Source: an optimization exercise on an open RTL-to-GDS flow (aim: small area). Production flows keep margins and buffers that such runs may drop. The RTL was checked by simulation tests, not by an equivalence proof against the original design. The clock port is modelled as an ideal driver; clocking choices that lean on that would not hold on a real chip. Power and IR drop assume default switching activity.

## design.v

```verilog
`timescale 1ns / 1ps
module fbsbdecoder(
    input pclk,
    input resetn,
    input rx,
    output [7:0] data_o,
    output dataValid,
    output sample,
    output parity_out
    );
    localparam [4:0] SH0 = 5'd1,  SH4 = 5'd5,  IDLE = 5'd0;
    localparam [4:0] SL0 = 5'd9,  SL4 = 5'd13, PEND = 5'd8;
    localparam [4:0] D0  = 5'd16, D7  = 5'd23, D8 = 5'd24, VER = 5'd25;
    reg [1:0] sync;
    reg [4:0] st;
    reg [5:0] cnt;
    reg       half;
    reg [1:0] vote;
    reg [4:0] dd;
    reg [10:0] h;
    reg [7:0] data;
    reg       par, pp;
    wire idle  = (st == IDLE);
    wire pend  = (st == PEND);
    wire scls  = ~st[4] & (st[2:0] != 3'd0) & ~(st[2] & st[1]);    
    wire dcls  = st[4] & ~(st[3] & st[0]);                
    wire ver   = (st == VER);
    wire lastg = st[2] & st[0];                           
    wire low   = st[3];                                   
    wire stuck = ~|h[10:9];
    assign sample = (scls & (dd == 5'd0)) | (dcls & (dd[4:2] == 3'd0) & ~(dd[1] & dd[0]));
    wire ev    = sample & (dd == 5'd0);                   
    wire cap   = sample;
    wire rxs   = sync[1];
    wire v3    = (vote == 2'd3);
    wire sdec  = scls & (cnt[2:0] == (lastg ? 3'd4 : 3'd5));
    wire spass = low ? ~v3 : (lastg ? vote[1] : v3);
    wire ddec  = dcls & ~half & (dd == 5'd24);
    wire ppdec = (st == D8) & half & (dd == 5'd0);
    wire last  = (cnt == 6'd35);
    wire sixth = dcls & half & (dd == 5'd0) & (st != D8);
    wire tmode = idle | ((st == SH0) & (cnt[2:0] == 3'd0));
    wire vb    = rxs ^ (dcls & ~half);
    wire [1:0] vinc = (vote == 2'd3) ? 2'd3 : vote + {1'b0, vb};
    always @(posedge pclk or negedge resetn) begin
        if (~resetn) begin
            sync <= 2'b0;
            st   <= IDLE;
            data <= 8'h0;
            par  <= 1'b0;
            pp   <= 1'b0;
            vote <= 2'd0;
        end else begin
            sync <= {sync[0], rx};
            if (idle) begin
                par <= 1'b0;
                if (&sync) begin
                    st   <= SH0;
                    data <= 8'h0;
                end
            end else if (pend) begin
                if (~|sync) st <= SL0;
            end else if (sdec) begin
                if (spass) st <= lastg ? (low ? D0 : PEND) : st + 5'd1;
                else       st <= (st == SL0) ? SL0 : IDLE;
            end else if (ddec) begin
                if (st == D8) begin
                    st  <= last ? VER : D0;
                end else begin
                    st <= st + 5'd1;
                    data[~st[2:0]] <= vote[1];
                    par <= (st == D0) ? vote[1] : par ^ vote[1];
                end
            end else if (ver) begin
                if (dd == 5'd21) st <= IDLE;
            end
            if (ppdec) pp <= v3;
            if (sdec)
                vote <= 2'd0;
            else if (ddec)
                vote <= (st == D7) ? {1'b0, vote[0]} : 2'd0;
            else if (ver)
                vote <= {1'b0, dd == 5'd21};
            else if (cap)
                vote <= sixth ? {vinc == 2'd3, rxs} : vinc;
            else if (tmode)
                vote <= vote + {1'b0, |vote};
        end
    end
    always @(posedge pclk) begin
        if (idle | pend)
            dd <= 5'd9;
        else if (ev)
            dd <= dcls ? 5'd24 : ((st == SL4) & (cnt[2:0] == 3'd3)) ? 5'd18 : 5'd9;
        else if (~(stuck & (dd == 5'd3)))
            dd <= dd - 5'd1;
        if (idle | pend)
            h <= 11'd737;
        else if (ev & (dcls ? half : (cnt[2:0] == 3'd2)))
            h <= h + 11'd1;
        if (idle | (scls & sdec))
            cnt <= 6'd0;
        else if ((scls & cap) | ((st == D8) & ddec))
            cnt <= cnt + 6'd1;
        if (~dcls)
            half <= 1'b0;
        else if (ev)
            half <= ~half;
    end
    assign data_o     = data;
    assign dataValid  = ((st == D0) & ~half & (dd == 5'd18)) | (tmode & (vote == 2'd3));
    assign parity_out = par ^ pp;
endmodule
```

## flow/run.sh

```bash
#!/bin/bash
# Own layout flow: the standard ORFS flow (standard.sh) with two changes to synthesis
# and two to placement/CTS:
#  - the combinational logic is mapped with an area-oriented ABC script (flow/area.abc)
#    instead of ORFS's speed script, and adders are left to ABC (no ha/fa cell mapping);
#    everything else in synthesis, including register mapping and naming, is the standard
#    synthesis (synth_recipe.tcl sourcing ORFS's synth.tcl, patched only at the abc call);
#  - ports are buffered with buf_1 instead of the default clkdlybuf4s50_1;
#  - CTS uses small clock buffers and no dummy loads.
# Each tool's output goes to the ORFS logs under orfs/logs; make's output to flow_make.log.
set -euo pipefail
W=$(pwd)
F=$W/flow
# ORFS synth.tcl with the abc call's script swapped for flow/area.abc
sed 's#^  log_cmd abc {\*}\$abc_args#  set abc_args [lreplace $abc_args 1 1 $::env(OWN_ABC_SCRIPT)]\n  log_cmd abc {*}$abc_args#' \
  "$FLOW_HOME/scripts/synth.tcl" > "$W/own_synth_body.tcl"
grep -q OWN_ABC_SCRIPT "$W/own_synth_body.tcl"
sed "s#\$::env(SCRIPTS_DIR)/synth.tcl#$W/own_synth_body.tcl#" "$W/synth_recipe.tcl" > "$W/own_synth.tcl"
grep -q own_synth_body "$W/own_synth.tcl"
export OWN_ABC_SCRIPT=$F/area.abc
export BUFFER_PORTS_ARGS="-buffer_cell sky130_fd_sc_hd__buf_1"
export CTS_ARGS="-sink_clustering_enable -repair_clock_nets -dont_use_dummy_load -buf_list {sky130_fd_sc_hd__clkbuf_8}"
bash "$W/standard.sh" SYNTH_SCRIPT="$W/own_synth.tcl" ADDER_MAP_FILE= finish > "$W/flow_make.log" 2>&1
```

## flow/area.abc

```
strash
ifraig
scorr
dc2
strash
dc2
strash
&get -n
&dch -f
&nf -R 1000
&put
&get -n
&dch -f
&nf -R 1000
&put
topo
stime -c
```

## standard.sh

```bash
#!/bin/bash
# synth_recipe.tcl (not shown) runs the flow's synth.tcl, then flattens the netlist and writes it again
# the make line also repeats each setting of config.mk as NAME=value (left out here)
make -C /OpenROAD-flow-scripts/flow DESIGN_CONFIG=/design/flow/config.mk WORK_HOME=/design/flow/orfs CLKGATE_MAP_FILE= SYNTH_SCRIPT=/design/flow/synth_recipe.tcl "${@:-finish}"
```

## config.mk

```make
export PLATFORM = sky130hd
export DESIGN_NAME = fbsbdecoder
export DESIGN_NICKNAME = fbsbdecoder
export VERILOG_FILES = /design/flow/design.v
export SDC_FILE = /design/flow/constraint.sdc
export NUM_CORES = 4
export LEC_CHECK = 0
export CAP_MARGIN = 20
export CORE_AREA = 4 4 68 68
export DIE_AREA = 0 0 72 72
export PLACE_DENSITY = 0.6
export SLEW_MARGIN = 20
```

## constraint.sdc

```tcl
create_clock -name core_clock -period 10.0 [get_ports {pclk}]
set_input_delay 2.0000 -clock core_clock [delete_from_list [all_inputs] [get_ports {pclk}]]
set_output_delay 2.0000 -clock core_clock [all_outputs]
set_load 0.01 [all_outputs]
```

==> results of run 1 <==
==> per-stage QoR <==
| stage | worst slack [ps] | utilization (%) | power (mW) |
|---|---|---|---|
| 2_1_floorplan | 6290 | - | 0.306 |
| 3_3_place_gp | 5940 | 55.2 | 0.349 |
| 3_5_place_dp | 5850 | 55.2 | 0.350 |
| 4_1_cts | 5510 | 57.0 | 0.447 |
| 5_1_grt | 5190 | 57.0 | 0.475 |
| 6_report | 5460 | 57.0 | 0.445 |
==> worst max-delay path: cells and delay by family (launching register included) <==
kind | cells | cell delay (ps)
buf+inv | 2 | 360
simple gates | 2 | 740
compound gates | 2 | 600
flops | 1 | 550
==> final timing paths <==
kind                       startpoint       to  slack, ps  cells past startpoint
max in group asynchronous      resetn  data[1]       8000                      1
min                           sync[0]  sync[1]        400                      0
min reg2reg                   sync[0]  sync[1]        400                      0
max reg2reg                     st[0]    h[10]       5910                     15
max                             st[0]   sample       5460                      6
min in group asynchronous      resetn  vote[0]       1650                      1
==> cells in the mapped netlist (2+ instances only) <==
library cell,instances,area [sq um]
o31ai_1,3,22.5
and2_0,7,43.8
xnor2_1,5,43.8
nand4_1,3,18.8
dfxtp_1,23,460
a211oi_1,2,15.0
a21oi_1,22,110
clkinv_1,4,15.0
nor4_1,6,37.5
nand3b_1,2,15.0
o21ai_0,24,120
and3_1,9,56.3
nand2_1,29,109
xor2_1,4,35.0
dfrtp_1,19,475
nor2b_1,6,37.5
nand2b_1,4,25.0
nor3_1,21,105
a31oi_1,6,37.5
nor2_1,33,124
a32o_1,2,20.0
nand3_1,7,35.0
==> routing by layer <==
layer  track usage, %  vias to the layer above  part of all wire (%)
li1                 -                      977                     -
met1             30.5                      860                    48
met2             30.4                       50                    44
met3             4.16                        8                   6.7
met4             8.14                        0                   1.6
met5                0                        -                     0
==> power by group through the flow <==
stage | sequential (mW) | combinational [mW] | clock (mW)
finish | 0.222 | 0.127 | 0.0966
global route | 0.227 | 0.145 | 0.103
CTS | 0.221 | 0.127 | 0.0995
detailed placement | 0.224 | 0.126 | 0
global placement | 0.224 | 0.126 | 0
floorplan | 0.215 | 0.0905 | 0
==> layout make-up <==
type | instances | share of cell area (%)
inverters | 4 | 0.663
multi-input cells | 208 | 49.3
clock buffers | 5 | 3.04
flip-flops and latches | 42 | 41.3
repair buffers | 15 | 2.87
well taps | 50 | 2.76
==> logic make-up after synthesis <==
logic type	count (synthesis)	share of synthesized area (%)
and+or+nand+nor	132	31.2
AOI/OAI and AO/OA	66	18.5
DFF	42	45.3
xor gates and xnor gates	9	3.81
buffers and inverters	4	0.726
muxes	1	0.484
==> registers in the layout, indices dropped and copies added, names as in the netlist <==
name  count
pp        1
dd        5
vote      2
par       1
half      1
st        5
data      8
h        11
cnt       6
sync      2
==> flow_summary.ini, run 1 <==
[outcome]
outcome = complete, no violations

[worst_setup_path]
worstPathCellList = nor3_1, o21bai_1, nor3_1, a31oi_1, clkinv_1, buf_1
crit_top_cell = nor3_1
cp.required_ps = 8000
slowest_delay_ps = 640
cp.arrival_ps = 2540
path_class = flip-flop to output port
crit_fanout = 17
slowest_stage = nor3_1
endpoint_kind = output port
startpoint_type = flip-flop

[logic_synthesis]
yosys_warnings = 1
avgSynthCellArea_sq_um = 8.14
yosysSeqAreaShare_pct = 45.3
syn_area_sq_um = 2070
netlist-cell-type-count = 35
synth_fp_nets = 257
synth-edff-count = 0
synthFlopType = dfxtp_1
synthCells = 254
synth-seq-cells = 42
synthArstFlopShare_pct = 45.2

[floorplanning]
initial_core_util_pct = 52.0
fp.coreArea_sq_um = 3970
pin_count = 14
placementRows = 23
die_h_microns = 72
dieArea_sq_um = 5180
die_width_microns = 72

[clock_tree]
cts_num_sinks = 42
cts.repair.resized = 0
cts_root_buffer = clkbuf_8
cts_hold_buffers = 0
cts_tree = built
clkLatencyLatePin_ps = 290
cts_max_level = 2
cts.clk_slew.worst_paths_ps = 70
post_cts.repair.setup_buffers = 0
clockBufferDepth = 2
cts_made_buffers = 5

[sta]
final_max_slew_viol_count = 0
tns_ps = 0
worst_slew_pin_slew_ps = 919
period_share_pct = 45.4
hold_ws_ps = 405
clock_skew_ps = 13.2
slew_headroom_pct = 38.3
min_period_ps = 4540
fmax_mhz = 220
rsz0062_at_grt = false
setup_viol = 0
finalHoldViolCount = 0

[final_layout]
mostFrequentLayoutCells = nor2_1, nand2_1, o21ai_0, dfxtp_1, a21oi_1
diodes = 0
final_common_cell = nor2_1
syn_to_final_growth_pct = 9.50
fill_cells = 390
drive_gt1_share_pct = 2.92
stdcell_count = 324
seq_area_sq_um = 936
layout.nets = 279
multi_input_area_sq_um = 1120
postLayoutCellArea_sq_um = 2260

[power]
clkPwrFrac_pct = 21.7
p_int_uw = 278
p_sw_share_pct = 37.7
seq_power_share_pct = 49.7
leakage_nw = 0.856
p_per_area_nw_per_um2 = 197
switching_power_uw = 168
peakVddDrop_uv = 113
power_frac_comb_pct = 28.6

[grt]
grt_pass1_vias = 1735
overflow = 0
grt_pass1_wl_microns = 8440
antenna_found_initial = 0
track_usage_pct = 20.9
grt_max_degree = 20

[drt]
ant_nets = 0
drc = 0
vias = 1895
wl_microns = 4840
viasPerCell = 5.85
wl_per_cell_microns = 14.9
drt_iter0_drc = 196
drtPass1Iterations = 4

[place]
dp.cells = 319
numPortBuffers = 13
place_area_sq_um = 2190
place_hpwl_microns = 3530
gp_congestion = 0.905

[job]
cap_violations = 0

[worst_hold_path]
hp-class = flip-flop to flip-flop
==> run 2: changes to the inputs <==
--- a/flow/area.abc
+++ b/flow/area.abc
@@ -5,2 +5,5 @@
 strash
+&get -n
+&deepsyn -T 30
+&put
 dc2
--- a/config.mk
+++ b/config.mk
@@ -7,3 +7,3 @@
 export LEC_CHECK = 0
-export CAP_MARGIN = 20
+export CAP_MARGIN = 0
 export CORE_AREA = 4 4 68 68
@@ -11,2 +11,2 @@
 export PLACE_DENSITY = 0.6
-export SLEW_MARGIN = 20
+export SLEW_MARGIN = 0
==> flow_summary.ini, run 2 <==
[sta]
slew_headroom_pct = 33.3
fmax_mhz = 222
setup_viol = 0
hold_ws_ps = 435
min_period_ps = 4500
final_max_slew_viol_count = 0
finalHoldViolCount = 0
clock_skew_ps = 20.2
worst_slew_pin_slew_ps = 1000
period_share_pct = 45.0
rsz0062_at_grt = false
tns_ps = 0

[floorplanning]
initial_core_util_pct = 49.4
die_width_microns = 72
fp.coreArea_sq_um = 3970
die_h_microns = 72
placementRows = 23
dieArea_sq_um = 5180
pin_count = 14

[logic_synthesis]
synth_fp_nets = 229
avgSynthCellArea_sq_um = 8.68
netlist-cell-type-count = 39
synth-seq-cells = 42
netlist.area_leader.share_pct = 24.3
synth.area.top_cells = dfrtp_1, dfxtp_1, a21oi_1
yosys_warnings = 1
synth_commonest_cells = a21oi_1, dfxtp_1, nor2_1
synth-edff-count = 0
synthFlopType = dfxtp_1
yosysSeqAreaShare_pct = 47.7
synthArstFlopShare_pct = 45.2
synthCells = 226
syn_area_sq_um = 1960
yosysMostFrequentCell = a21oi_1
synth_top_area_cell = dfrtp_1

[place]
numPortBuffers = 13
place_area_sq_um = 2070
dp.cells = 289
gp_congestion = 0.915
place_hpwl_microns = 3600

[drt]
viasPerCell = 6.22
drtPass1Iterations = 4
wl_per_cell_microns = 16.6
ant_nets = 0
drc = 0
vias = 1830
drt_iter0_drc = 169
wl_microns = 4870

[worst_setup_path]
endpoint_kind = output port
reg2reg_to = h[10]
cp.arrival_ps = 2500
slowest_delay_ps = 560
worstPathCellList = or2_0, or3_1, nor2_1, a21o_1, nand3_1, o31ai_1, buf_1
cp.required_ps = 8000
path_class = flip-flop to output port
rrSetupSlack_ps = 6570
r2r-start = dd[2]
startpoint_type = flip-flop
crit_fanout = 12
reg2regPathDepth = 11
slowest_stage = or3_1

[final_layout]
stdcell_count = 294
fill_cells = 384
final_common_cell = a21oi_1
multi_input_area_sq_um = 1010
reg_top3 = h (11), data (8), cnt (6)
largest_reg_flops = 11
seq_area_sq_um = 936
diodes = 0
layout.nets = 249
top_register = h
syn_to_final_growth_pct = 9.19
postLayoutCellArea_sq_um = 2140
mostFrequentLayoutCells = a21oi_1, nor2_1, dfxtp_1, nand2_1, dfrtp_1
drive_gt1_share_pct = 2.05

[clock_tree]
clockBufferDepth = 2
cts_root_buffer = clkbuf_8
clkLatencyLatePin_ps = 290
cts.repair.resized = 0
cts_max_level = 2
cts_num_sinks = 42
cts_hold_buffers = 0
cts.clk_slew.worst_paths_ps = 60
cts_made_buffers = 5
post_cts.repair.setup_buffers = 0
cts_tree = built

[power]
p_per_area_nw_per_um2 = 224
leakage_nw = 0.815
power.total_uw = 479
peakVddDrop_uv = 135

[grt]
overflow = 0
grt_max_degree = 20
grt_pass1_wl_microns = 8280
antenna_found_initial = 0
track_usage_pct = 20.4
grt_pass1_vias = 1684

[worst_hold_path]
hp-start = sync[0]
hold_end = sync[1]
min_path_cells = 0
hp-class = flip-flop to flip-flop

[outcome]
outcome = complete, no violations

[job]
cap_violations = 0
-- run 2: cell count changes after synthesis, moves of 5 or more --
cell | before | now
nor2_1 | 33 | 23
o21ai_0 | 24 | 14
nand2_1 | 29 | 21
and3_1 | 9 | 4
nor3_1 | 21 | 16
-- run 2: worst max-delay path, delay by kind of cell (launching register included) --
kind	cells	cell delay (ps)
compound gates	2	240
buf+inv	1	190
flops	1	470
simple gates	4	1310
-- run 2: worst max path at each step --
stage	startpoint	to	slack [ps]
4_1_cts	st[2]	dataValid	5530
5_1_grt	st[2]	dataValid	5320
6_report	st[2]	dataValid	5500
2_1_floorplan	st[2]	dataValid	6300
3_3_place_gp	st[2]	dataValid	5970
3_5_place_dp	st[2]	dataValid	5840
-- run 2: area by class of cell --
cell class / count / area share, %
Multi-Input combinational cell: 181 / 47.3
Sequential cell: 42 / 43.7
Clock buffer: 5 / 3.21
Tap cell: 50 / 2.92
Timing Repair Buffer: 13 / 2.28
Inverter: 3 / 0.526
-- run 2: per-stage QoR --
step	util [%]	setup WS [ps]
after CTS	53.9	5530
after detailed placement	52.2	5840
after global placement	52.2	5970
final	53.9	5500
after floorplan	-	6300
after global routing	53.9	5320
-- run 2: logic make-up after synthesis --
logic type                count (synthesis)  share of synthesized area (%)
DFF                                      42                           47.7
xor gates and xnor gates                  7                           3.13
and+or+nand+nor                         106                           26.8
buffers and inverters                     3                          0.574
AOI/OAI and AO/OA                        67                           21.2
muxes                                     1                          0.574
-- run 2: metal layers --
metal | share of wire (%) | vias to the layer above | track usage [%]
met2 | 44 | 60 | 30.5
met3 | 4.8 | 13 | 4.85
met5 | 0 | - | 0
li1 | - | 877 | -
met1 | 49 | 880 | 29.1
met4 | 2.1 | 0 | 6.26
-- run 2: where the power goes --
part | internal [mW] | leakage [nW] | switching, mW | total, mW
combinational | 0.0565 | 0.339 | 0.0924 | 0.149
clock | 0.0450 | 0.0359 | 0.0513 | 0.0963
sequential | 0.193 | 0.440 | 0.0403 | 0.234
==> run 3: changes to the inputs <==
--- a/flow/area.abc
+++ b/flow/area.abc
@@ -6,3 +6,3 @@
 &get -n
-&deepsyn -T 30
+&deepsyn -I 4 -J 200
 &put
==> flow_summary.ini, run 3 <==
[outcome]
outcome = complete, no violations

[job]
cap_violations = 0

[floorplanning]
fp.coreArea_sq_um = 3970
dieArea_sq_um = 5180
pin_count = 14
initial_core_util_pct = 48.8
placementRows = 23
die_width_microns = 72
die_h_microns = 72

[clock_tree]
cts_made_buffers = 5
clockBufferDepth = 2
cts_num_sinks = 42
cts_root_buffer = clkbuf_8
cts_max_level = 2
cts.clk_slew.worst_paths_ps = 70
cts_tree = built
cts_hold_buffers = 0
post_cts.repair.setup_buffers = 0
clkLatencyLatePin_ps = 290
cts.repair.resized = 0

[logic_synthesis]
synthArstFlopShare_pct = 45.2
netlist-cell-type-count = 36
synth_commonest_cells = nor2_1, dfxtp_1, a21oi_1
synthFlopType = dfxtp_1
yosysMostFrequentCell = nor2_1
avgSynthCellArea_sq_um = 8.65
yosys_warnings = 1
synthCells = 224
yosysSeqAreaShare_pct = 48.3
synth.area.top_cells = dfrtp_1, dfxtp_1, nor2_1
syn_area_sq_um = 1940
synth_top_area_cell = dfrtp_1
synth_fp_nets = 227
synth-seq-cells = 42
netlist.area_leader.share_pct = 24.5
synth-edff-count = 0

[worst_hold_path]
hp-class = flip-flop to flip-flop

[final_layout]
final_common_cell = nor2_1
top_register = h
mostFrequentLayoutCells = nor2_1, dfxtp_1, a21oi_1, dfrtp_1, o21ai_0
reg_top3 = h (11), data (8), cnt (6)
postLayoutCellArea_sq_um = 2120
fin_util_pct = 53.3
drive_gt1_share_pct = 2.07
largest_reg_flops = 11
layout.nets = 247
syn_to_final_growth_pct = 9.30
diodes = 0

[grt]
overflow = 0
grt_max_degree = 20
antenna_found_initial = 0
grt_pass1_vias = 1631
track_usage_pct = 18.4
grt_pass1_wl_microns = 7630

[sta]
fmax_mhz = 223
clock_skew_ps = 10.6
slew_headroom_pct = 31.3
rsz0062_at_grt = false
tns_ps = 0
worst_slew_pin_slew_ps = 1030
finalHoldViolCount = 0
min_period_ps = 4490
hold_ws_ps = 424
period_share_pct = 44.9
setup_viol = 0
final_max_slew_viol_count = 0

[worst_setup_path]
cp_top_family = compound AO/OA/AOI/OAI gates
cp.required_ps = 8000
startpoint_type = flip-flop
crit_fanout = 13
path_class = flip-flop to output port
slowest_delay_ps = 690
cp_num_buf_inv = 1
endpoint_kind = output port
cp.arrival_ps = 2490
worstPathCellList = or2_0, nor2_1, a2111oi_0, a41o_1, buf_1
slowest_stage = a2111oi_0

[drt]
drt_iter0_drc = 171
wl_microns = 4360
drtPass1Iterations = 4
vias = 1750
viasPerCell = 5.99
drc = 0
wl_per_cell_microns = 14.9
ant_nets = 0

[place]
place_hpwl_microns = 3260
place_area_sq_um = 2050
numPortBuffers = 13
gp_congestion = 1.00

[power]
power_frac_comb_pct = 24.4
leakage_nw = 0.841
p_per_area_nw_per_um2 = 195
switching_power_uw = 140
peakVddDrop_uv = 85.1
p_sw_share_pct = 33.9
clkPwrFrac_pct = 23.0
seq_power_share_pct = 52.6
p_int_uw = 273
==> run 3: per-stage QoR <==
step                      worst slack [ps]  std cells  power (mW)
after detailed placement              5830        287       0.320
after global placement                5890        287       0.316
after floorplan                       6280        224       0.289
after global routing                  5220        292       0.443
final                                 5510        292       0.412
after CTS                             5510        292       0.414
==> run 3: layout make-up <==
type | instances | area (sq um)
clock buffers | 5 | 68.8
fillers | 372 | 1850
inverters | 4 | 15.0
repair buffers | 13 | 48.8
multi-input cells | 178 | 987
well taps | 50 | 62.6
flip-flops and latches | 42 | 936
==> run 3: power groups by stage <==
stage	combinational [mW]	sequential (mW)	clock (mW)
3_5_place_dp	0.100	0.219	0
3_3_place_gp	0.0990	0.217	0
5_1_grt	0.116	0.221	0.106
2_1_floorplan	0.0780	0.211	0
4_1_cts	0.101	0.216	0.0976
6_report	0.101	0.217	0.0950
==> run 3: worst reg2reg max path: cells and delay by family (launching register included) <==
kind,cells,cell delay [ps]
AND/OR/NAND/NOR,9,1910
flip-flops,1,540
AO/OA/AOI/OAI,3,890
buffers and inverters,1,70
==> run 3: final timing paths <==
kind / start / end / slack [ps] / cells after the start
worst max-delay path: st[1] / sample / 5510 / 5
worst max register to register: st[1] / h[10] / 6520 / 13
max in group asynchronous: resetn / sync[0] / 7500 / 1
worst min-delay path: sync[0] / sync[1] / 420 / 0
worst min register to register: sync[0] / sync[1] / 420 / 0
min in group asynchronous: resetn / data[5] / 1870 / 1
==> run 3: layer usage <==
metal  share of wire, %  routed length, microns  GRT usage (%)
met1                 44                    1940           23.5
met2                 47                    2070           30.0
met3                6.3                     277           4.99
met4                1.8                      80           6.26
met5                  0                       0              0
==> run 3: cells by family after synthesis <==
logic type	synth area share (%)
AOI/OAI and AO/OA	19.6
xor gates and xnor gates	4.07
buffers and inverters	0.774
DFF	48.3
and+or+nand+nor	27.3
==> run 4: changes to the inputs <==
--- a/design.v
+++ b/design.v
@@ -41,3 +41,3 @@
     wire sixth = dcls & half & (dd == 5'd0) & (st != D8);
-    wire tmode = idle | ((st == SH0) & (cnt[2:0] == 3'd0));
+    wire tmr   = cnt[5] & ~dcls;                          
     wire vb    = rxs ^ (dcls & ~half);
@@ -51,3 +51,3 @@
             pp   <= 1'b0;
-            vote <= 2'd0;
+            cnt[5] <= 1'b0;
         end else begin
@@ -77,12 +77,8 @@
             if (ppdec) pp <= v3;
-            if (sdec)
-                vote <= 2'd0;
-            else if (ddec)
-                vote <= (st == D7) ? {1'b0, vote[0]} : 2'd0;
-            else if (ver)
-                vote <= {1'b0, dd == 5'd21};
-            else if (cap)
-                vote <= sixth ? {vinc == 2'd3, rxs} : vinc;
-            else if (tmode)
-                vote <= vote + {1'b0, |vote};
+            if (tmr)
+                cnt[5] <= ~(cnt[3] & cnt[0]);
+            else if (idle | sdec)
+                cnt[5] <= 1'b0;
+            else if ((scls & cap) | ((st == D8) & ddec))
+                cnt[5] <= cnt[5] ^ (&cnt[4:0]);
         end
@@ -100,6 +96,14 @@
             h <= h + 11'd1;
-        if (idle | (scls & sdec))
-            cnt <= 6'd0;
+        if (tmr)
+            cnt[4:0] <= (cnt[3] & cnt[0]) ? 5'd0 : cnt[4:0] + 5'd1;
+        else if (idle | sdec)
+            cnt[4:0] <= 5'd0;
         else if ((scls & cap) | ((st == D8) & ddec))
-            cnt <= cnt + 6'd1;
+            cnt[4:0] <= cnt[4:0] + 5'd1;
+        if (idle | sdec)
+            vote <= 2'd0;
+        else if (ddec)
+            vote <= (st == D7) ? {1'b0, vote[0]} : 2'd0;
+        else if (cap)
+            vote <= sixth ? {vinc == 2'd3, rxs} : vinc;
         if (~dcls)
@@ -110,3 +114,3 @@
     assign data_o     = data;
-    assign dataValid  = ((st == D0) & ~half & (dd == 5'd18)) | (tmode & (vote == 2'd3));
+    assign dataValid  = ((st == D0) & ~half & (dd == 5'd18)) | (tmr & cnt[3] & cnt[0]);
     assign parity_out = par ^ pp;
==> flow_summary.ini, run 4 <==
[logic_synthesis]
synth.area.top_cells = dfrtp_1, dfxtp_1, edfxtp_1
synthArstFlopShare_pct = 42.9
netlist-cell-type-count = 35
yosysSeqAreaShare_pct = 51.6
synth-seq-cells = 42
synth_commonest_cells = nand2_1, o21ai_0, nor2_1
yosys_warnings = 1
synth-edff-count = 5
synthFlopType = dfxtp_1
synth_top_area_cell = dfrtp_1
syn_area_sq_um = 1900
netlist.area_leader.share_pct = 23.7
avgSynthCellArea_sq_um = 8.89
synth_fp_nets = 217
synthCells = 214
yosysMostFrequentCell = nand2_1

[drt]
wl_per_cell_microns = 14.2
vias = 1617
ant_nets = 0
wl_microns = 4010
drt_iter0_drc = 92
drc = 0
drtPass1Iterations = 5
viasPerCell = 5.73

[final_layout]
top_register = h
layout.nets = 237
largest_reg_flops = 11
diodes = 0
fill_cells = 377
final_common_cell = nand2_1
multi_input_area_sq_um = 913
syn_to_final_growth_pct = 9.47
seq_area_sq_um = 981
drive_gt1_share_pct = 2.16
reg_top3 = h (11), data (8), cnt (6)
mostFrequentLayoutCells = nand2_1, o21ai_0, nor2_1, a21oi_1, dfxtp_1

[clock_tree]
clkLatencyLatePin_ps = 290
cts.repair.resized = 0
cts.clk_slew.worst_paths_ps = 80
cts_root_buffer = clkbuf_8
cts_num_sinks = 42
cts_max_level = 2
cts_hold_buffers = 0
clockBufferDepth = 2
cts_made_buffers = 5
cts_tree = built
post_cts.repair.setup_buffers = 0

[worst_setup_path]
startpoint_type = flip-flop
reg2regPathDepth = 12
crit_fanout = 11
cp.arrival_ps = 2020
cp.required_ps = 8000
critPathLaunch = st[0]
worstPathCellList = nor3_1, nand2b_1, or4_1, o21ai_0, buf_1
path_class = flip-flop to output port
r2r-start = st[0]
cp-endpoint = dataValid
slowest_delay_ps = 480
reg2reg_to = h[10]
rrSetupSlack_ps = 6650
slowest_stage = dfrtp_1
endpoint_kind = output port

[grt]
overflow = 0
grt_pass1_vias = 1481
grt_pass1_wl_microns = 6940
antenna_found_initial = 0
grt_max_degree = 19
track_usage_pct = 17.0

[sta]
slew_headroom_pct = 26.2
final_max_slew_viol_count = 0
worst_slew_pin_slew_ps = 1080
fmax_mhz = 249
setup_viol = 0
rsz0062_at_grt = false
finalHoldViolCount = 0
tns_ps = 0
period_share_pct = 40.2
min_period_ps = 4020
clock_skew_ps = 15.5

[worst_hold_path]
hp-class = flip-flop to flip-flop
min_path_cells = 0

[outcome]
outcome = complete, no violations

[power]
leakage_nw = 0.819
power.total_uw = 501
p_per_area_nw_per_um2 = 241
peakVddDrop_uv = 145

[floorplanning]
dieArea_sq_um = 5180
initial_core_util_pct = 47.9
die_width_microns = 72
fp.coreArea_sq_um = 3970
die_h_microns = 72
pin_count = 14
placementRows = 23

[place]
numPortBuffers = 13
gp_congestion = 0.907
place_hpwl_microns = 3010

[job]
cap_violations = 0
[run 4: cell count changes in the layout (fill, tap and decap cells not counted), sizes merged, moves of 3 or more]
cell / change
a31oi: -4
dfxtp: -4
edfxtp: +5
nand2: +7
nor2: -9
nor2b: -3
nor3b: -3
o21ai: +4
xor2: -3
[run 4: layout make-up]
| class | count | share of cell area [%] |
|---|---|---|
| Timing Repair Buffer | 13 | 2.34 |
| Clock buffer | 5 | 3.31 |
| Sequential cell | 42 | 47.1 |
| Inverter | 2 | 0.361 |
| Multi-Input combinational cell | 170 | 43.9 |
| Tap cell | 50 | 3.00 |
[run 4: worst min path at each step]
stage             from      end  slack (ps)
6_report       sync[0]  sync[1]         410
2_1_floorplan  sync[0]  sync[1]         380
4_1_cts        sync[0]  sync[1]         410
5_1_grt        sync[0]  sync[1]         420
3_5_place_dp   sync[0]  sync[1]         390
3_3_place_gp   sync[0]  sync[1]         400
[run 4: report_power, final]
part / switching (mW) / internal (mW)
Clock: 0.0517 / 0.0450
Combinational: 0.0920 / 0.0545
Sequential: 0.0424 / 0.215
[run 4: routing by layer]
| metal | wire length (microns) | vias to the layer above | share of wire, % | track usage (%) |
|---|---|---|---|---|
| met3 | 198 | 5 | 4.9 | 3.74 |
| li1 | - | 823 | - | - |
| met1 | 1950 | 746 | 49 | 23.2 |
| met2 | 1810 | 43 | 45 | 26.9 |
| met5 | 0 | - | 0 | 0 |
| met4 | 53 | 0 | 1.3 | 5.22 |
[run 4: logic make-up (layout without fill, tap and decap cells)]
family	Yosys count	after routing	share of synthesized area, %
AO/OA/AOI/OAI	57	57	17.0
XOR/XNOR	8	8	3.68
buffers and inverters	2	20	0.395
flip-flops	42	42	51.6
multiplexers	1	1	0.526
AND/OR/NAND/NOR	104	104	26.8
[run 4: metrics by stage]
step	worst slack [ps]	hold slack, ps	instances	util, %	area [sq um]
floorplan	6520	376	214	-	1900
global placement	6310	398	277	50.7	2010
detailed placement	6300	395	277	50.7	2010
CTS	5970	412	282	52.4	2080
global route	5860	418	282	52.4	2080
finish	5980	406	282	52.4	2080
[run 4: critical path: cells and delay by family, from the launching register on]
kind	cells	cell delay (ps)
flip-flops	1	480
AND/OR/NAND/NOR	3	850
AO/OA/AOI/OAI	1	210
buffers and inverters	1	180
==> run 5: changes to the inputs <==
==> flow/run.sh (replaced) <==
#!/bin/bash
set -euo pipefail
W=$(pwd)
F=$W/flow
# ORFS synth.tcl with the abc call's script swapped for flow/area.abc
sed 's#^  log_cmd abc {\*}\$abc_args#  set abc_args [lreplace $abc_args 1 1 $::env(OWN_ABC_SCRIPT)]\n  log_cmd abc {*}$abc_args#' \
  "$FLOW_HOME/scripts/synth.tcl" > "$W/own_synth_body.tcl"
grep -q OWN_ABC_SCRIPT "$W/own_synth_body.tcl"
sed "s#\$::env(SCRIPTS_DIR)/synth.tcl#$W/own_synth_body.tcl#" "$W/synth_recipe.tcl" > "$W/own_synth.tcl"
grep -q own_synth_body "$W/own_synth.tcl"
export OWN_ABC_SCRIPT=$F/area.abc
export BUFFER_PORTS_ARGS="-buffer_cell sky130_fd_sc_hd__buf_1"
export POST_CTS_TCL=$F/post_cts.tcl
export CTS_ARGS="-sink_clustering_enable -repair_clock_nets -dont_use_dummy_load -buf_list {sky130_fd_sc_hd__clkbuf_8}"
bash "$W/standard.sh" SYNTH_SCRIPT="$W/own_synth.tcl" ADDER_MAP_FILE= finish > "$W/flow_make.log" 2>&1
==> flow/post_cts.tcl (new file) <==
estimate_parasitics -placement
proc clk_slew_max {} {
  set m 0.0
  foreach pin [get_pins -of_objects [all_registers] -filter "is_clock==1"] {
    foreach p {slew_max_rise slew_max_fall} {
      set v [get_property $pin $p]
      if {$v > $m} { set m $v }
    }
  }
  return $m
}
set limit 0.112
set sizes {sky130_fd_sc_hd__clkbuf_2 sky130_fd_sc_hd__clkbuf_4 sky130_fd_sc_hd__clkbuf_8 sky130_fd_sc_hd__clkbuf_16}
puts "post_cts: clock pin slew before [clk_slew_max]"
foreach inst [get_cells -filter "ref_name=~sky130_fd_sc_hd__clkbuf_*"] {
  set name [get_full_name $inst]
  if {![string match clkbuf_* $name]} { continue }
  set orig [get_property $inst ref_name]
  foreach s $sizes {
    if {$s eq $orig} { break }
    replace_cell $inst $s
    estimate_parasitics -placement
    if {[clk_slew_max] <= $limit} { puts "post_cts: $name $orig -> $s"; set orig $s; break }
    replace_cell $inst $orig
    estimate_parasitics -placement
  }
}
puts "post_cts: clock pin slew after [clk_slew_max]"
==> flow_summary.ini, run 5 <==
[outcome]
outcome = complete, no violations

[worst_setup_path]
cp_top_family = simple AND/OR/NAND/NOR gates
endpoint_kind = output port
slowest_delay_ps = 480
cp.required_ps = 8000
cp_num_buf_inv = 1
path_class = flip-flop to output port
slowest_stage = dfrtp_1
worstPathCellList = nor3_1, nand2b_1, or4_1, o21ai_0, buf_1
reg2regPathDepth = 12
cp.arrival_ps = 2090
crit_fanout = 11
startpoint_type = flip-flop
cp_num_cells = 5

[final_layout]
final_common_cell = nand2_1
mostFrequentLayoutCells = nand2_1, o21ai_0, nor2_1, a21oi_1, dfxtp_1
seq_area_sq_um = 981
diodes = 0
largest_reg_flops = 11
fill_cells = 382
drive_gt1_share_pct = 2.16
reg_top3 = h (11), data (8), cnt (6)
fin_util_pct = 52.0
syn_to_final_growth_pct = 8.68
top_register = h
layout.nets = 237
multi_input_area_sq_um = 913

[logic_synthesis]
yosysSeqAreaShare_pct = 51.6
netlist.area_leader.share_pct = 23.7
synthArstFlopShare_pct = 42.9
synthFlopType = dfxtp_1
yosysMostFrequentCell = nand2_1
yosys_warnings = 1
synth_commonest_cells = nand2_1, o21ai_0, nor2_1
synthCells = 214
synth-seq-cells = 42
synth.area.top_cells = dfrtp_1, dfxtp_1, edfxtp_1
netlist-cell-type-count = 35
avgSynthCellArea_sq_um = 8.89
syn_area_sq_um = 1900
synth_fp_nets = 217
synth_top_area_cell = dfrtp_1
synth-edff-count = 5

[floorplanning]
initial_core_util_pct = 47.9
placementRows = 23
pin_count = 14
dieArea_sq_um = 5180
fp.coreArea_sq_um = 3970
die_width_microns = 72
die_h_microns = 72

[place]
numPortBuffers = 13
place_hpwl_microns = 3010
gp_congestion = 0.907

[sta]
fmax_mhz = 245
min_period_ps = 4090
slew_headroom_pct = 26.4
setup_viol = 0
rsz0062_at_grt = false
period_share_pct = 40.9
finalHoldViolCount = 0
clock_skew_ps = 19.8
hold_ws_ps = 406
tns_ps = 0
worst_slew_pin_slew_ps = 1080
final_max_slew_viol_count = 0

[grt]
antenna_found_initial = 0
grt_pass1_vias = 1480
track_usage_pct = 16.9
grt_pass1_wl_microns = 6940
grt_max_degree = 19
overflow = 0

[clock_tree]
cts_tree = built
cts.clk_slew.worst_paths_ps = 80
cts_num_sinks = 42
clkLatencyLatePin_ps = 370

[worst_hold_path]
min_path_cells = 0
hp-class = flip-flop to flip-flop

[power]
peakVddDrop_uv = 144
p_per_area_nw_per_um2 = 237
leakage_nw = 0.814
power.total_uw = 489

[drt]
wl_per_cell_microns = 14.2
wl_microns = 4010
drc = 0
viasPerCell = 5.74
drtPass1Iterations = 5
vias = 1620
ant_nets = 0
drt_iter0_drc = 102

[job]
cap_violations = 0
-- run 5: cell counts after synthesis --
No cell type changed its count.
-- run 5: power by group --
part           total [mW]  internal (mW)  switching (mW)
sequential          0.257          0.215          0.0423
combinational       0.146         0.0545          0.0920
clock              0.0850         0.0340          0.0510
-- run 5: cell families after synthesis --
logic type,Yosys count,share of synthesized area [%]
muxes,1,0.526
AOI/OAI and AO/OA,57,17.0
and+or+nand+nor,104,26.8
DFF,42,51.6
xor gates and xnor gates,8,3.68
buffers and inverters,2,0.395
-- run 5: through the flow --
stage                     worst slack (ps)  instances  instance area (sq um)
final                                 5910        282                   2070
after floorplan                       6520        214                   1900
after global routing                  5780        282                   2070
after detailed placement              6300        277                   2010
after global placement                6310        277                   2010
-- run 5: path summary, 6_finish.rpt --
check / from / end / slack (ps)
worst max-delay path: st[0] / dataValid / 5910
worst min-delay path: sync[0] / sync[1] / 410
worst max register to register: dd[3] / h[10] / 6650
worst min register to register: sync[0] / sync[1] / 410
max in group asynchronous: resetn / sync[0] / 7660
min in group asynchronous: resetn / cnt[5] / 1750
-- run 5: area by class of cell --
type,count,area share (%)
inverter,2,0.363
multi-input combinational,170,44.2
tap,50,3.03
timing repair buffer,13,2.36
sequential,42,47.5
clock buffer,5,2.60
-- run 5: metal layers --
layer	vias up	track usage, %	part of all wire [%]
met5	-	0	0
met3	5	3.74	5.2
met1	747	23.1	48
met2	45	26.9	45
li1	823	-	-
met4	0	5.22	1.3
==> run 6: changes to the inputs <==
--- a/design.v
+++ b/design.v
@@ -96,7 +96,5 @@
             h <= h + 11'd1;
-        if (tmr)
-            cnt[4:0] <= (cnt[3] & cnt[0]) ? 5'd0 : cnt[4:0] + 5'd1;
-        else if (idle | sdec)
+        if (tmr ? (cnt[3] & cnt[0]) : (idle | sdec))
             cnt[4:0] <= 5'd0;
-        else if ((scls & cap) | ((st == D8) & ddec))
+        else if (tmr | (scls & cap) | ((st == D8) & ddec))
             cnt[4:0] <= cnt[4:0] + 5'd1;
--- a/config.mk
+++ b/config.mk
@@ -10,3 +10,3 @@
 export DIE_AREA = 0 0 72 72
-export PLACE_DENSITY = 0.6
+export PLACE_DENSITY = 0.95
 export SLEW_MARGIN = 0
==> flow_summary.ini, run 6 <==
[outcome]
outcome = complete, no violations

[final_layout]
layout.nets = 242
final_common_cell = nor2_1
largest_reg_flops = 11
diodes = 0
drive_gt1_share_pct = 2.11
syn_to_final_growth_pct = 8.03
postLayoutCellArea_sq_um = 2050
top_register = h
fin_util_pct = 51.7
multi_input_area_sq_um = 943
seq_area_sq_um = 931
reg_top3 = h (11), data (8), cnt (6)
fill_cells = 384
mostFrequentLayoutCells = nor2_1, dfxtp_1, dfrtp_1, o21ai_0, nand3_1

[clock_tree]
clkLatencyLatePin_ps = 370
cts_tree = built
cts_num_sinks = 42
cts.clk_slew.worst_paths_ps = 100

[floorplanning]
dieArea_sq_um = 5180
fp.coreArea_sq_um = 3970
initial_core_util_pct = 47.9
placementRows = 23
die_width_microns = 72
pin_count = 14
die_h_microns = 72

[worst_setup_path]
startpoint_type = flip-flop
worstPathCellList = nor3_1, nand3_1, nor2_1, nand3_1, o21ai_0, buf_1
crit_fanout = 12
crit_top_cell = nand3_1
slowest_delay_ps = 520
path_class = flip-flop to output port
slowest_stage = dfrtp_1
cp.arrival_ps = 2130
endpoint_kind = output port
cp.required_ps = 8000

[power]
clkPwrFrac_pct = 20.4
p_int_uw = 239
power_frac_comb_pct = 18.6
switching_power_uw = 116
p_sw_share_pct = 32.8
seq_power_share_pct = 60.9
p_per_area_nw_per_um2 = 173
leakage_nw = 0.809
peakVddDrop_uv = 96.5

[logic_synthesis]
synth-seq-cells = 42
synthCells = 219
yosysMostFrequentCell = nor2_1
yosysSeqAreaShare_pct = 49.0
synth_fp_nets = 222
synth-edff-count = 0
synth.area.top_cells = dfxtp_1, dfrtp_1, nor2_1
netlist.area_leader.share_pct = 25.3
syn_area_sq_um = 1900
synthArstFlopShare_pct = 42.9
netlist-cell-type-count = 31
avgSynthCellArea_sq_um = 8.68
yosys_warnings = 1
synthFlopType = dfxtp_1
synth_top_area_cell = dfxtp_1
synth_commonest_cells = nor2_1, dfxtp_1, dfrtp_1

[drt]
ant_nets = 0
wl_per_cell_microns = 14.4
viasPerCell = 5.95
drtPass1Iterations = 4
drt_iter0_drc = 208
vias = 1707
wl_microns = 4140
drc = 0

[sta]
final_max_slew_viol_count = 0
min_period_ps = 4130
period_share_pct = 41.3
worst_slew_pin_slew_ps = 954
finalHoldViolCount = 0
rsz0062_at_grt = false
setup_viol = 0
slew_headroom_pct = 36.4
fmax_mhz = 242
tns_ps = 0
clock_skew_ps = 27.2

[job]
cap_violations = 0

[grt]
overflow = 0
grt_max_degree = 19
grt_pass1_vias = 1635
antenna_found_initial = 0
track_usage_pct = 17.4
grt_pass1_wl_microns = 7220

[place]
numPortBuffers = 13
place_hpwl_microns = 3090
gp_congestion = 1.04
place_area_sq_um = 2010

[worst_hold_path]
hp-class = flip-flop to flip-flop
-- run 6: per-layer routing --
metal  global-route usage [%]  share of wire [%]
met4                     9.19                3.1
met5                        0                  0
met2                     28.4                 47
met3                     4.99                8.0
met1                     21.0                 42
-- run 6: area by class of cell --
type                            instances  share of cell area, %
Multi-Input combinational cell        170                   45.9
Sequential cell                        42                   45.3
Tap cell                               50                   3.05
Timing Repair Buffer                   13                   2.38
Clock buffer                            5                   2.01
Inverter                                7                   1.28
-- run 6: per-stage QoR --
stage / power (mW) / setup WS, ps / hold WS, ps / cells
after global routing: 0.377 / 5700 / 433 / 287
after global placement: 0.280 / 6390 / 398 / 282
after detailed placement: 0.284 / 6320 / 400 / 282
after floorplan: 0.262 / 6570 / 376 / 219
final: 0.355 / 5870 / 423 / 287
-- run 6: cell families after synthesis --
logic type	synth area share (%)
AND/OR/NAND/NOR	26.1
AO/OA/AOI/OAI	19.0
flip-flops	49.0
XOR/XNOR	4.61
buffers and inverters	1.38
-- run 6: worst max-delay path, delay by kind of cell, from the launching register on --
family / cells / cell delay, ps
AO/OA/AOI/OAI: 1 / 220
buffers and inverters: 1 / 180
flip-flops: 1 / 520
AND/OR/NAND/NOR: 4 / 820
-- run 6: path summary, 6_finish.rpt --
check	cells past startpoint	start	to	slack [ps]
max	6	st[2]	dataValid	5870
min	0	sync[0]	sync[1]	420
max reg2reg	12	st[2]	st[0]	6800
min reg2reg	0	sync[0]	sync[1]	420
max in group asynchronous	1	resetn	par	7650
min in group asynchronous	1	resetn	data[3]	1750
-- run 6: power groups by stage --
stage | combinational [mW] | sequential (mW) | clock (mW)
global placement | 0.0622 | 0.217 | 0
detailed placement | 0.0657 | 0.218 | 0
global route | 0.0749 | 0.220 | 0.0826
finish | 0.0662 | 0.216 | 0.0726
floorplan | 0.0513 | 0.211 | 0
==> run 7: changes to the inputs <==
--- a/config.mk
+++ b/config.mk
@@ -10,3 +10,3 @@
 export DIE_AREA = 0 0 72 72
-export PLACE_DENSITY = 0.95
+export PLACE_DENSITY = 0.6
 export SLEW_MARGIN = 0
==> flow_summary.ini, run 7 <==
[worst_setup_path]
cp.required_ps = 8000
crit_fanout = 12
startpoint_type = flip-flop
path_class = flip-flop to output port
endpoint_kind = output port
cp.arrival_ps = 2190

[power]
power_frac_comb_pct = 18.4
peakVddDrop_uv = 112
power.total_uw = 360
p_per_area_nw_per_um2 = 175
switching_power_uw = 118
p_sw_share_pct = 32.6
p_int_uw = 243
clkPwrFrac_pct = 21.7
seq_power_share_pct = 59.9
leakage_nw = 0.811

[sta]
tns_ps = 0
rsz0062_at_grt = false
setup_viol = 0
final_max_slew_viol_count = 0
clock_skew_ps = 19.1
slew_headroom_pct = 36.0
worst_slew_pin_slew_ps = 960
finalHoldViolCount = 0
min_period_ps = 4190
fmax_mhz = 239
period_share_pct = 41.9

[final_layout]
drive_gt1_share_pct = 2.11
top_register = h
mostFrequentLayoutCells = nor2_1, dfxtp_1, dfrtp_1, o21ai_0, nand3_1
fin_util_pct = 51.9
layout.nets = 242
syn_to_final_growth_pct = 8.36
fill_cells = 394
diodes = 0
final_common_cell = nor2_1
reg_top3 = h (11), data (8), cnt (6)
seq_area_sq_um = 931
multi_input_area_sq_um = 943
stdcell_count = 287
largest_reg_flops = 11

[clock_tree]
cts.clk_slew.worst_paths_ps = 90
cts_tree = built
cts_num_sinks = 42
clkLatencyLatePin_ps = 380

[logic_synthesis]
synth_fp_nets = 222
avgSynthCellArea_sq_um = 8.68
synthCells = 219
yosysSeqAreaShare_pct = 49.0
yosys_warnings = 1
synthFlopType = dfxtp_1
synth_top_area_cell = dfxtp_1
synthArstFlopShare_pct = 42.9
synth_commonest_cells = nor2_1, dfxtp_1, dfrtp_1
netlist-cell-type-count = 31
synth.area.top_cells = dfxtp_1, dfrtp_1, nor2_1
synth-edff-count = 0
syn_area_sq_um = 1900
yosysMostFrequentCell = nor2_1
synth-seq-cells = 42
netlist.area_leader.share_pct = 25.3

[drt]
wl_per_cell_microns = 14.8
viasPerCell = 5.72
ant_nets = 0
drt_iter0_drc = 81
vias = 1641
wl_microns = 4240
drc = 0
drtPass1Iterations = 4

[place]
numPortBuffers = 13
dp.cells = 282
place_hpwl_microns = 3220
gp_congestion = 0.865

[grt]
grt_pass1_wl_microns = 7400
grt_pass1_vias = 1616
grt_max_degree = 19
antenna_found_initial = 0
overflow = 0
track_usage_pct = 18.3

[floorplanning]
fp.coreArea_sq_um = 3970
die_h_microns = 72
die_width_microns = 72
placementRows = 23
pin_count = 14
initial_core_util_pct = 47.9
dieArea_sq_um = 5180

[worst_hold_path]
hp-class = flip-flop to flip-flop

[outcome]
outcome = complete, no violations

[job]
cap_violations = 0
==> run 7: path summary, 6_finish.rpt <==
check                      startpoint  endpoint  slack, ps  depth (start not counted)
hold / removal                sync[0]   sync[1]        460                          0
min in group asynchronous      resetn   data[3]       1740                          1
hold reg to reg               sync[0]   sync[1]        460                          0
max in group asynchronous      resetn     st[4]       7660                          1
setup reg to reg                st[0]     h[10]       6730                         13
setup / recovery                st[2]    sample       5810                          6
==> run 7: final cells by class <==
class,count,area share (%)
clock buffers,5,2.31
flip-flops and latches,42,45.2
repair buffers,13,2.37
multi-input cells,170,45.8
inverters,7,1.28
well taps,50,3.04
==> run 7: worst max-delay path, cell delays in order (launching register included) <==
cell and delay, ps:
dfrtp_1 510, nor3_1 440, a211oi_1 110, nor2b_1 200, a31oi_1 300, clkinv_1 110, buf_1 140
==> run 7: logic make-up after synthesis <==
group	Yosys count	share of synthesized area (%)
AND/OR/NAND/NOR	102	26.1
buffers and inverters	7	1.38
XOR/XNOR	10	4.61
AO/OA/AOI/OAI	58	19.0
flip-flops	42	49.0
==> run 7: power groups by stage <==
stage	clock, mW	combinational [mW]	sequential, mW
after global placement	0	0.0639	0.219
after detailed placement	0	0.0662	0.219
after global routing	0.0897	0.0761	0.219
after floorplan	0	0.0513	0.211
final	0.0781	0.0663	0.216
==> run 7: through the flow <==
stage                     hold WS [ps]  area, sq um  setup slack, ps
after floorplan                    376         1900             6570
after global placement             407         2010             6320
after detailed placement           419         2010             6220
after global routing               487         2060             5610
final                              459         2060             5810
==> run 7: metal layers <==
layer  vias to the layer above  GRT usage (%)  part of all wire, %
li1                        832              -                    -
met1                       761           24.7                   48
met2                        42           28.6                   45
met3                         6           3.19                  5.8
met4                         0           8.35                  1.5
met5                         -              0                    0
==> run 8: changes to the inputs <==
--- a/config.mk
+++ b/config.mk
@@ -10,3 +10,3 @@
 export DIE_AREA = 0 0 72 72
-export PLACE_DENSITY = 0.6
+export PLACE_DENSITY = 0.85
 export SLEW_MARGIN = 0
==> flow_summary.ini, run 8 <==
[clock_tree]
clkLatencyLatePin_ps = 390
cts_num_sinks = 42
cts_tree = built
cts.clk_slew.worst_paths_ps = 100

[worst_setup_path]
reg2regPathDepth = 13
cp.required_ps = 8000
crit_fanout = 12
startpoint_type = flip-flop
cp.arrival_ps = 2190
endpoint_kind = output port
path_class = flip-flop to output port

[final_layout]
final_common_cell = nor2_1
diodes = 0
mostFrequentLayoutCells = nor2_1, dfxtp_1, dfrtp_1, o21ai_0, nand3_1
drive_gt1_share_pct = 2.11
layout.nets = 242
fill_cells = 377
seq_area_sq_um = 931
largest_reg_flops = 11
top_register = h
multi_input_area_sq_um = 943
stdcell_count = 287
reg_top3 = h (11), data (8), cnt (6)
syn_to_final_growth_pct = 8.03

[drt]
drt_iter0_drc = 241
viasPerCell = 5.92
drtPass1Iterations = 4
wl_microns = 4180
vias = 1700
drc = 0
wl_per_cell_microns = 14.6
ant_nets = 0

[logic_synthesis]
yosysMostFrequentCell = nor2_1
synthArstFlopShare_pct = 42.9
avgSynthCellArea_sq_um = 8.68
netlist.area_leader.share_pct = 25.3
synth-seq-cells = 42
synth_commonest_cells = nor2_1, dfxtp_1, dfrtp_1
syn_area_sq_um = 1900
synth_fp_nets = 222
yosysSeqAreaShare_pct = 49.0
synthFlopType = dfxtp_1
yosys_warnings = 1
synth.area.top_cells = dfxtp_1, dfrtp_1, nor2_1
synthCells = 219
synth-edff-count = 0
synth_top_area_cell = dfxtp_1
netlist-cell-type-count = 31

[power]
p_per_area_nw_per_um2 = 173
seq_power_share_pct = 60.8
switching_power_uw = 117
p_sw_share_pct = 32.9
p_int_uw = 239
clkPwrFrac_pct = 20.8
peakVddDrop_uv = 126
power_frac_comb_pct = 18.4
leakage_nw = 0.809

[sta]
worst_slew_pin_slew_ps = 969
tns_ps = 0
period_share_pct = 41.9
min_period_ps = 4190
fmax_mhz = 238
slew_headroom_pct = 35.4
final_max_slew_viol_count = 0
clock_skew_ps = 23.6
setup_viol = 0
finalHoldViolCount = 0
timing.final.ws_setup_ps = 5810
rsz0062_at_grt = false

[grt]
grt_pass1_vias = 1549
antenna_found_initial = 0
grt_max_degree = 19
track_usage_pct = 17.7
grt_pass1_wl_microns = 7250
overflow = 0

[floorplanning]
die_h_microns = 72
fp.coreArea_sq_um = 3970
die_width_microns = 72
initial_core_util_pct = 47.9
placementRows = 23
dieArea_sq_um = 5180
pin_count = 14

[place]
dp.cells = 282
gp_congestion = 0.935
pre_cts_ws_ps = 6290
place_hpwl_microns = 3130
numPortBuffers = 13

[outcome]
outcome = complete, no violations

[worst_hold_path]
hp-class = flip-flop to flip-flop
min_path_cells = 0

[job]
cap_violations = 0
[run 8: logic make-up after synthesis]
| kind of cell | synth area share (%) |
|---|---|
| and+or+nand+nor | 26.1 |
| xor gates and xnor gates | 4.61 |
| DFF | 49.0 |
| buffers and inverters | 1.38 |
| AOI/OAI and AO/OA | 19.0 |
[run 8: cell type report]
class | count | area share [%]
multi-input cells | 170 | 45.9
flip-flops and latches | 42 | 45.3
well taps | 50 | 3.05
repair buffers | 13 | 2.38
clock buffers | 5 | 2.01
inverters | 7 | 1.28
[run 8: power groups by stage]
| stage | logic (mW) | registers (mW) | clock network (mW) |
|---|---|---|---|
| 2_1_floorplan | 0.0513 | 0.211 | 0 |
| 3_3_place_gp | 0.0631 | 0.218 | 0 |
| 3_5_place_dp | 0.0649 | 0.218 | 0 |
| 5_1_grt | 0.0752 | 0.219 | 0.0822 |
| 6_report | 0.0653 | 0.216 | 0.0742 |
[run 8: path summary, 6_finish.rpt]
kind,slack (ps),startpoint,end
worst min register to register,400,sync[0],sync[1]
worst max-delay path,5810,st[2],sample
max in group asynchronous,7650,resetn,par
worst min-delay path,400,sync[0],sync[1]
worst max register to register,6810,st[2],h[10]
min in group asynchronous,1730,resetn,data[3]
[run 8: metrics by stage]
step	power (mW)	util, %	hold WS (ps)	cell area, sq um
after detailed placement	0.283	50.7	419	2010
final	0.356	51.7	400	2050
after global placement	0.281	50.7	405	2010
after global routing	0.376	51.7	398	2050
after floorplan	0.262	-	376	1900
[run 8: routing by layer]
layer | vias to the layer above | track usage [%] | share of wire [%]
li1 | 833 | - | -
met4 | 0 | 6.05 | 1.8
met5 | - | 0 | 0
met2 | 63 | 26.1 | 45
met3 | 11 | 6.37 | 7.0
met1 | 793 | 24.0 | 46
[run 8: worst max-delay path, cell delays in order, from the launching register on]
cell,delay (ps)
dfrtp_1,500
nor3_1,430
a211oi_1,110
nor2b_1,200
a31oi_1,320
clkinv_1,110
buf_1,140
==> run 9: changes to the inputs <==
--- a/flow/area.abc
+++ b/flow/area.abc
@@ -8,4 +8,2 @@
 &put
-dc2
-strash
 &get -n
==> flow_summary.ini, run 9 <==
[drt]
drtPass1Iterations = 4
drt_iter0_drc = 154
vias = 1685
viasPerCell = 5.77
wl_microns = 4050
wl_per_cell_microns = 13.9
drc = 0
ant_nets = 0

[worst_setup_path]
cp.required_ps = 8000
slowest_delay_ps = 450
cp.arrival_ps = 2250
crit_fanout = 6
slowest_stage = or3_1
endpoint_kind = output port
worstPathCellList = or3_1, nor3_1, and2_0, a31oi_1, clkinv_1, buf_1
path_class = flip-flop to output port
startpoint_type = flip-flop

[final_layout]
final_common_cell = nor2_1
largest_reg_flops = 11
syn_to_final_growth_pct = 7.99
reg_top3 = h (11), data (8), cnt (6)
fin_util_pct = 52.0
multi_input_area_sq_um = 972
seq_area_sq_um = 931
fill_cells = 384
drive_gt1_share_pct = 2.07
layout.nets = 247
diodes = 0
mostFrequentLayoutCells = nor2_1, nand2_1, dfxtp_1, dfrtp_1
top_register = h

[sta]
fmax_mhz = 235
rsz0062_at_grt = false
tns_ps = 0
worst_slew_pin_slew_ps = 942
finalHoldViolCount = 0
min_period_ps = 4250
period_share_pct = 42.5
setup_viol = 0
slew_headroom_pct = 37.2
clock_skew_ps = 30.5
final_max_slew_viol_count = 0

[logic_synthesis]
yosysSeqAreaShare_pct = 48.7
synth_fp_nets = 227
yosysMostFrequentCell = nor2_1
yosys_warnings = 1
synth_top_area_cell = dfxtp_1
netlist.area_leader.share_pct = 25.1
synth-edff-count = 0
synth.area.top_cells = dfxtp_1, dfrtp_1, nor2_1
netlist-cell-type-count = 34
synthArstFlopShare_pct = 42.9
synth-seq-cells = 42
avgSynthCellArea_sq_um = 8.53
synth_commonest_cells = nor2_1, nand2_1, dfxtp_1
synthCells = 224
synthFlopType = dfxtp_1
syn_area_sq_um = 1910

[job]
cap_violations = 0

[power]
leakage_nw = 0.826
power_frac_comb_pct = 17.5
p_int_uw = 238
p_per_area_nw_per_um2 = 169
switching_power_uw = 111
peakVddDrop_uv = 103
p_sw_share_pct = 31.8
clkPwrFrac_pct = 21.1
seq_power_share_pct = 61.4

[grt]
antenna_found_initial = 0
grt_pass1_wl_microns = 7360
grt_max_degree = 19
track_usage_pct = 17.9
grt_pass1_vias = 1661
overflow = 0

[place]
numPortBuffers = 13
gp_congestion = 0.991
place_hpwl_microns = 3050

[clock_tree]
cts.clk_slew.worst_paths_ps = 100
clkLatencyLatePin_ps = 380
cts_num_sinks = 42
cts_tree = built

[worst_hold_path]
hp-class = flip-flop to flip-flop

[floorplanning]
fp.coreArea_sq_um = 3970
pin_count = 14
die_h_microns = 72
initial_core_util_pct = 48.1
die_width_microns = 72
placementRows = 23
dieArea_sq_um = 5180

[outcome]
outcome = complete, no violations
-- run 9: cell types whose count changed after synthesis, sizes merged, moves of 4 or more --
| cell | change |
|---|---|
| nand3 | -6 |
| a31oi | -4 |
| nor2b | -4 |
| nand2 | +13 |
| clkinv | -5 |
-- run 9: critical path, delay by kind of cell, from the launching register on --
family                 cells  cell delay (ps)
and+or+nand+nor            3             1190
buffers and inverters      2              230
AOI/OAI and AO/OA          1              110
DFF                        1              370
-- run 9: through the flow --
stage	area, sq um	hold slack, ps	total power [mW]	cells	worst slack [ps]
after floorplan	1910	376	0.257	224	6440
after global routing	2060	436	0.373	292	5510
after global placement	2020	390	0.274	287	6190
final	2060	420	0.349	292	5750
after detailed placement	2020	396	0.278	287	6150
-- run 9: layout make-up --
cell class                      count  share of cell area, %
Sequential cell                    42                   45.1
Tap cell                           50                   3.03
Timing Repair Buffer               13                   2.37
Inverter                            2                  0.364
Multi-Input combinational cell    180                   47.1
Clock buffer                        5                   2.00
-- run 9: worst paths after layout --
path	slack, ps	cells after the start	end	startpoint
worst min-delay path	420	0	sync[1]	sync[0]
worst min register to register	420	0	sync[1]	sync[0]
worst max register to register	6540	13	h[10]	dd[2]
min in group asynchronous	1730	1	data[2]	resetn
worst max-delay path	5750	6	sample	dd[2]
max in group asynchronous	7660	1	st[0]	resetn
-- run 9: power groups by stage --
stage | logic [mW] | registers (mW) | clock network [mW]
2_1_floorplan | 0.0475 | 0.210 | 0
6_report | 0.0611 | 0.214 | 0.0738
3_3_place_gp | 0.0594 | 0.215 | 0
3_5_place_dp | 0.0609 | 0.217 | 0
5_1_grt | 0.0696 | 0.219 | 0.0851
-- run 9: cell families after synthesis --
group | after synthesis | synth area share (%)
simple gates | 112 | 28.0
compound gates | 59 | 18.7
flops | 42 | 48.7
xor+xnor | 9 | 4.13
buf+inv | 2 | 0.393
-- run 9: routing by layer --
layer	vias up	global-route usage, %	wire length, microns
li1	843	-	-
met1	789	22.6	1840
met2	43	29.3	1910
met3	10	4.29	227
met4	0	7.93	78
met5	-	0	0
==> run 10: changes to the inputs <==
--- a/flow/area.abc
+++ b/flow/area.abc
@@ -6,4 +6,6 @@
 &get -n
-&deepsyn -I 4 -J 200
+&deepsyn -I 8 -J 200
 &put
+dc2
+strash
 &get -n
==> flow_summary.ini, run 10 <==
[outcome]
outcome = complete, no violations

[logic_synthesis]
synth.area.top_cells = dfxtp_1, dfrtp_1, nor2_1
synthArstFlopShare_pct = 42.9
synth_commonest_cells = nor2_1, dfxtp_1, dfrtp_1
avgSynthCellArea_sq_um = 8.68
synthFlopType = dfxtp_1
synth_fp_nets = 222
netlist.area_leader.share_pct = 25.3
synth_top_area_cell = dfxtp_1
synthCells = 219
synth-seq-cells = 42
yosysSeqAreaShare_pct = 49.0
yosys_warnings = 1
yosysMostFrequentCell = nor2_1
syn_area_sq_um = 1900
netlist-cell-type-count = 31
synth-edff-count = 0

[final_layout]
multi_input_area_sq_um = 943
largest_reg_flops = 11
top_register = h
mostFrequentLayoutCells = nor2_1, dfxtp_1, dfrtp_1, o21ai_0, nand3_1
fill_cells = 377
layout.nets = 242
diodes = 0
seq_area_sq_um = 931
reg_top3 = h (11), data (8), cnt (6)
final_common_cell = nor2_1
drive_gt1_share_pct = 2.11
syn_to_final_growth_pct = 8.03

[drt]
vias = 1700
wl_per_cell_microns = 14.6
viasPerCell = 5.92
ant_nets = 0
drc = 0
drtPass1Iterations = 4
wl_microns = 4180
drt_iter0_drc = 241

[floorplanning]
dieArea_sq_um = 5180
initial_core_util_pct = 47.9
fp.coreArea_sq_um = 3970
placementRows = 23
die_width_microns = 72
die_h_microns = 72
pin_count = 14

[sta]
final_max_slew_viol_count = 0
slew_headroom_pct = 35.4
fmax_mhz = 238
rsz0062_at_grt = false
finalHoldViolCount = 0
timing.final.ws_setup_ps = 5810
min_period_ps = 4190
worst_slew_pin_slew_ps = 969
tns_ps = 0
period_share_pct = 41.9
setup_viol = 0
clock_skew_ps = 23.6

[clock_tree]
cts.clk_slew.worst_paths_ps = 100
cts_num_sinks = 42
clkLatencyLatePin_ps = 390
cts_tree = built

[worst_setup_path]
reg2reg_to = h[10]
path_class = flip-flop to output port
reg2regPathDepth = 13
r2r-start = st[2]
rrSetupSlack_ps = 6810
crit_fanout = 12
critPathLaunch = st[2]
cp.required_ps = 8000
startpoint_type = flip-flop
cp-endpoint = sample
endpoint_kind = output port
cp.arrival_ps = 2190

[worst_hold_path]
min_path_cells = 0
hp-class = flip-flop to flip-flop

[grt]
antenna_found_initial = 0
grt_pass1_vias = 1549
overflow = 0
grt_pass1_wl_microns = 7250
grt_max_degree = 19
track_usage_pct = 17.7

[job]
cap_violations = 0

[place]
pre_cts_ws_ps = 6290
numPortBuffers = 13
place_hpwl_microns = 3130
gp_congestion = 0.935

[power]
p_per_area_nw_per_um2 = 173
leakage_nw = 0.809
peakVddDrop_uv = 126
-- run 10: cell count changes in the layout (fill, tap and decap cells not counted), sizes merged, moves of 4 or more --
cell    delta
nand2     -13
a31oi      +4
nor2b      +4
clkinv     +5
nand3      +6
-- run 10: where the power goes --
part / internal (mW) / switching, mW
Clock: 0.0255 / 0.0487
Sequential: 0.187 / 0.0292
Combinational: 0.0260 / 0.0393
-- run 10: metrics by stage --
stage          cell area, sq um  util (%)  hold WS (ps)  power [mW]  std cells
2_1_floorplan              1900         -           376       0.262        219
3_3_place_gp               2010      50.7           405       0.281        282
3_5_place_dp               2010      50.7           419       0.283        282
5_1_grt                    2050      51.7           398       0.376        287
6_report                   2050      51.7           400       0.356        287
-- run 10: cell type report --
| type | instances | share of cell area [%] |
|---|---|---|
| clock buffer | 5 | 2.01 |
| multi-input combinational | 170 | 45.9 |
| sequential | 42 | 45.3 |
| inverter | 7 | 1.28 |
| tap | 50 | 3.05 |
| timing repair buffer | 13 | 2.38 |
-- run 10: worst max-delay path, cell delays in order (launching register included) --
cell	delay (ps)
dfrtp_1	500
nor3_1	430
a211oi_1	110
nor2b_1	200
a31oi_1	320
clkinv_1	110
buf_1	140
-- run 10: routing by layer --
layer / global-route usage (%) / part of all wire [%] / vias to the layer above
li1: - / - / 833
met1: 24.0 / 46 / 793
met2: 26.1 / 45 / 63
met3: 6.37 / 7.0 / 11
met4: 6.05 / 1.8 / 0
met5: 0 / 0 / -
-- run 10: logic make-up after synthesis --
| group | Yosys count | synth area share (%) |
|---|---|---|
| xor+xnor | 10 | 4.61 |
| buf+inv | 7 | 1.38 |
| compound gates | 58 | 19.0 |
| flops | 42 | 49.0 |
| simple gates | 102 | 26.1 |
-- run 10: how the worst min path moves through the flow --
| stage | from | to | slack (ps) |
|---|---|---|---|
| 6_report | sync[0] | sync[1] | 400 |
| 5_1_grt | sync[0] | sync[1] | 400 |
| 3_5_place_dp | sync[0] | sync[1] | 420 |
| 3_3_place_gp | sync[0] | sync[1] | 410 |
| 2_1_floorplan | sync[0] | sync[1] | 380 |

==> static timing again, ports no longer ideal <==
The results above use ideal ports. As a check the final layouts listed here were re-extracted and re-timed, cells and wires unchanged. Step 1 assumes that a clkbuf_16 drives the clock port and a buf_2 every other input. Step 2 times the ports against the registers' clock, not the clock port: input delays grow and output delays shrink by t, the midpoint of the rising clock arrivals with the driver on. a / b / c = no drivers / after step 1 / after step 2; a / b = the first two.
| run | t, ns | setup slack, ns | hold slack, ns | slew at the worst register clock pin (ns) |
|---|---|---|---|---|
| run 1 | 0.313 | 5.463 / 5.435 / 5.748 | 0.405 / 0.405 / 0.405 | 0.07 / 0.07 |
| run 2 | 0.312 | 5.499 / 5.470 / 5.782 | 0.435 / 0.435 / 0.435 | 0.09 / 0.09 |
| run 3 | 0.306 | 5.511 / 5.486 / 5.792 | 0.424 / 0.424 / 0.424 | 0.08 / 0.08 |
| run 4 | 0.307 | 5.983 / 5.958 / 6.265 | 0.406 / 0.406 / 0.406 | 0.08 / 0.08 |
| run 5 | 0.383 | 5.914 / 5.890 / 6.273 | 0.406 / 0.406 / 0.406 | 0.09 / 0.09 |
| run 6 | 0.383 | 5.870 / 5.846 / 6.228 | 0.423 / 0.423 / 0.423 | 0.10 / 0.10 |
| run 7 | 0.392 | 5.808 / 5.784 / 6.175 | 0.459 / 0.459 / 0.459 | 0.09 / 0.09 |
| run 8 | 0.398 | 5.806 / 5.784 / 6.182 | 0.400 / 0.400 / 0.400 | 0.10 / 0.10 |
| run 9 | 0.385 | 5.745 / 5.721 / 6.106 | 0.420 / 0.420 / 0.420 | 0.10 / 0.10 |
| run 10 | 0.398 | 5.806 / 5.784 / 6.182 | 0.400 / 0.400 / 0.400 | 0.10 / 0.10 |
After both steps every run listed still meets setup and hold.
